What follows belongs to an exercise in optimizing a design on an open flow for small area; a production flow would make more cautious choices.
RTL that was checked went through simulation tests only; none was proved equivalent to the original.
Power and IR drop assume default switching activity.

04-02:
==> module inertial_integrator, before the edit <==
module inertial_integrator(clk,rst_n,strt_cal,cal_done,vld,rdy,yaw_rt,
                           IR_Dtrm,heading,moving,en_fusion,heading_n);
  parameter FAST_SIM = 1;		 
  input clk, rst_n;
  input strt_cal;						 
  input vld;							 
  input signed [15:0] yaw_rt;			 
  input [8:0] IR_Dtrm;					 
  input moving;							 
  input en_fusion;						 
  output logic cal_done;				 
  output reg rdy;
  output signed [11:0] heading;
  output [11:0] heading_n;				 
  reg comp_smpl;						 
  reg vld_ff1,vld_ff2;				 
  logic clr_integrator;
  logic clr_smpl_cntr;
  logic en_smpl_cntr;
  logic compensate_offset;
  typedef enum reg[1:0] {IDLE,CALIBRATING,RUNNING} state_t;
  state_t state,nstate;
  reg signed [26:1] yaw_int;						 
  reg signed [18:1] yaw_off;						 
  reg [3:0] smpl_cntr;								 
  wire enough_smpls;
  wire [3:0] smpl_cntr_inc;
  rc_inc #(4) iSMPLINC(.a(smpl_cntr), .s(smpl_cntr_inc));
  wire signed [18:0] yaw_comp;
  wire signed [18:0] yaw_fusion;
  always_ff @(posedge clk, negedge rst_n)
    if (!rst_n)
	   state <= IDLE;
	 else
	   state <= nstate;
  always_comb begin
	 cal_done = 0;
	 clr_integrator = 0;
	 clr_smpl_cntr = 0;
	 en_smpl_cntr = 0;
	 compensate_offset = 0;
	 nstate = IDLE;
	 case (state)
	   IDLE : begin
		  if (strt_cal) begin
		    clr_integrator = 1;
			clr_smpl_cntr = 1;
		    nstate = CALIBRATING;
		  end else
		    nstate = IDLE;
		end
		CALIBRATING : begin
		  en_smpl_cntr = vld_ff1;
		  if (enough_smpls) begin
		    cal_done = 1;
			clr_integrator = 1;
			nstate = RUNNING;
		  end else
			nstate = CALIBRATING;
		end
		default : begin		 
		  compensate_offset = 1;
		  if (strt_cal) begin
			 clr_smpl_cntr = 1;
			 clr_integrator = 1;
			 nstate = CALIBRATING;
		  end else
		    nstate = RUNNING;
		end
	 endcase
  end
  always_ff @(posedge clk)
    if (vld)
      comp_smpl <= compensate_offset;
  wire [18:1] yaw_diff;
  rc_add #(18) iCOMP(.a({yaw_rt,2'b00}), .b(~yaw_off), .ci(1'b1), .s(yaw_diff), .co());
  assign yaw_comp = (comp_smpl) ? {yaw_diff,1'b0} : {{3{yaw_rt[15]}},yaw_rt};
  always @(posedge clk)
    if (clr_smpl_cntr)
	  smpl_cntr <= 0;
	else if (en_smpl_cntr)
	  smpl_cntr <= smpl_cntr_inc;
  assign enough_smpls = (smpl_cntr==4'h8) ? 1'b1 : 1'b0;
  always_ff @(posedge clk, negedge rst_n)
    if (!rst_n) begin
	  vld_ff1 <= 1'b0;
	  vld_ff2 <= 1'b0;
	  rdy <= 1'b0;
	end else begin
      vld_ff1 <= vld;
      vld_ff2 <= vld_ff1;
	  rdy <= vld_ff2;
	end
  wire [15:3] fus_raw;
  rc_add #(13) iFUS(.a({{4{IR_Dtrm[8]}},IR_Dtrm}), .b(~{IR_Dtrm,4'h0}), .ci(1'b1), .s(fus_raw), .co());
  assign yaw_fusion = (en_fusion) ? {{3{fus_raw[15]}},fus_raw,3'b000} : 19'h00000;
  wire [20:0] yaw_inc;
  rc_add #(18) iINC(.a({yaw_comp[18],yaw_comp[18:2]}), .b({{2{yaw_fusion[18]}},yaw_fusion[18:3]}), .ci(1'b0), .s(yaw_inc[20:3]), .co());
  assign yaw_inc[2:0] = {yaw_comp[1:0],1'b0};
  wire [26:1] yaw_int_nxt;
  rc_add #(26) iINT(.a(yaw_int), .b({{5{yaw_inc[20]}},yaw_inc}), .ci(1'b0), .s(yaw_int_nxt), .co());
  always @(posedge clk, negedge rst_n)
    if (!rst_n) begin
	  yaw_int <= 0;
	end else begin
	  yaw_int <= yaw_int_n;
	end
  wire [26:1] yaw_int_n;
  assign yaw_int_n = (clr_integrator) ? 26'h0 :
                     ((vld_ff2) && ((!compensate_offset) || (moving))) ? yaw_int_nxt : yaw_int;
  assign heading_n = yaw_int_n[26:15];
  always @(posedge clk)
    if (cal_done) begin
	  yaw_off <= yaw_int[18:1];		 
	end
	assign heading = yaw_int[26:15];
endmodule
==> module I_term, before the edit <==
module I_term(err_sat,moverflowing,hdng_vld,clk,rst_n,I_term);
	input signed [9:0]err_sat;
	input moverflowing,hdng_vld , clk, rst_n;
	output signed [11:0]I_term;
	logic signed [15:0]integrator;
	logic signed [15:0]nxt_integrator;
	logic signed [15:0]err_ext;
	logic signed [15:0]sum;
	logic overflow;
	logic update;
	assign err_ext = {{6{err_sat[9]}},err_sat[9:0]};
	rc_add #(16) iISUM(.a(integrator), .b(err_ext), .ci(1'b0), .s(sum), .co());
	assign overflow = (integrator[15] === err_ext[15] && err_ext[15] !== sum[15] )?1'b1:1'b0;
	assign update = (~overflow && hdng_vld)?1'b1:1'b0;
	assign nxt_integrator = (~moverflowing)?16'h0000:
													(update)?sum:integrator;
	assign I_term = integrator[15:4];
	always_ff @(posedge clk) begin
		integrator <= nxt_integrator;
	end
endmodule
==> flow/config.mk <==
export PLATFORM = sky130hd
export DESIGN_NAME = MazeRunner
export DESIGN_NICKNAME = MazeRunner
export VERILOG_FILES = /design/flow/design.v
export SDC_FILE = /design/flow/constraint.sdc
export NUM_CORES = 4
export LEC_CHECK = 0
export ABC_AREA = 1
export CAP_MARGIN = 20
export CORE_MARGIN = 2
export CORE_UTILIZATION = 55
export CTS_CLUSTER_DIAMETER = 120
export CTS_CLUSTER_SIZE = 25
export PLACE_DENSITY = 0.7
export SLEW_MARGIN = 20
==> flow/constraint.sdc <==
create_clock -name core_clock -period 27.0 [get_ports {clk}]
set_input_delay 5.4000 -clock core_clock [delete_from_list [all_inputs] [get_ports {clk}]]
set_output_delay 5.4000 -clock core_clock [all_outputs]
set_load 0.01 [all_outputs]
run.sh (not shown) runs the stock make flow with config.mk's settings and CLKGATE_MAP_FILE= SYNTH_SCRIPT=/design/flow/synth_recipe.tcl, a recipe that flattens the netlist after the stock synthesis.
Changes in 03-28 relative to 04-02:
diff --git a/flow/design.v b/flow/design.v
--- a/flow/design.v
+++ b/flow/design.v
@@ -949,14 +949,16 @@
   always_ff @(posedge clk)
     if (vld)
       comp_smpl <= compensate_offset;
   wire [18:1] yaw_diff;
   rc_add #(18) iCOMP(.a({yaw_rt,2'b00}), .b(~yaw_off), .ci(1'b1), .s(yaw_diff), .co());
   assign yaw_comp = (comp_smpl) ? {yaw_diff,1'b0} : {{3{yaw_rt[15]}},yaw_rt};
-  always @(posedge clk)
-    if (clr_smpl_cntr)
+  always @(posedge clk, negedge rst_n)
+    if (!rst_n)
+	  smpl_cntr <= 0;
+	else if (clr_smpl_cntr)
 	  smpl_cntr <= 0;
 	else if (en_smpl_cntr)
 	  smpl_cntr <= smpl_cntr_inc;
   assign enough_smpls = (smpl_cntr==4'h8) ? 1'b1 : 1'b0;
   always_ff @(posedge clk, negedge rst_n)
     if (!rst_n) begin
@@ -983,14 +985,16 @@
 	  yaw_int <= yaw_int_n;
 	end
   wire [26:1] yaw_int_n;
   assign yaw_int_n = (clr_integrator) ? 26'h0 :
                      ((vld_ff2) && ((!compensate_offset) || (moving))) ? yaw_int_nxt : yaw_int;
   assign heading_n = yaw_int_n[26:15];
-  always @(posedge clk)
-    if (cal_done) begin
+  always @(posedge clk, negedge rst_n)
+    if (!rst_n) begin
+	  yaw_off <= 18'h00000;
+	end else if (cal_done) begin
 	  yaw_off <= yaw_int[18:1];		 
 	end
 	assign heading = yaw_int[26:15];
 endmodule
 module inert_intf(clk,rst_n,strt_cal,cal_done,heading,rdy,IR_Dtrm,
                   SS_n,SCLK,MOSI,MISO,INT,moving,en_fusion,tmr,heading_n);
@@ -1146,13 +1150,16 @@
 	rc_add #(16) iISUM(.a(integrator), .b(err_ext), .ci(1'b0), .s(sum), .co());
 	assign overflow = (integrator[15] === err_ext[15] && err_ext[15] !== sum[15] )?1'b1:1'b0;
 	assign update = (~overflow && hdng_vld)?1'b1:1'b0;
 	assign nxt_integrator = (~moverflowing)?16'h0000:
 													(update)?sum:integrator;
 	assign I_term = integrator[15:4];
-	always_ff @(posedge clk) begin
+	always_ff @(posedge clk, negedge rst_n) begin
+	 if (!rst_n)
+		integrator <= 16'h0000;
+	 else
 		integrator <= nxt_integrator;
 	end
 endmodule
 module D_term(err_sat, hdng_vld, rst_n, clk ,D_term);
 	input signed [9:0] err_sat;
 	input hdng_vld, rst_n, clk;
[summary]
The routed metal-1 wirelength of 03-28 falls short of that of 04-02 by 0.31%. 03-28 against 04-02: total placed cells including tap cells grew by 72; overall power of the completed layout shrank by 1.6%; clock insertion delay at the later pin of the skew report shrank by 0.04 ns; instance area after placement grew by about 1%; fmax shrank by about 1.2%. On post-detailed-route wirelength per cell: between 04-02 and 03-28, it ends up lower for 03-28. Between 04-02 and 03-28, arrival time at the worst endpoint is lower for 04-02, 03-28 comes in above that. Of 04-02 and 03-28, 03-28 shows the lower worst setup slack after layout, with 04-02 above it. Between 04-02 and 03-28, the portion of the layout cell area used by clock cells figures differ only marginally.
No functional check of the RTL was part of 03-28.
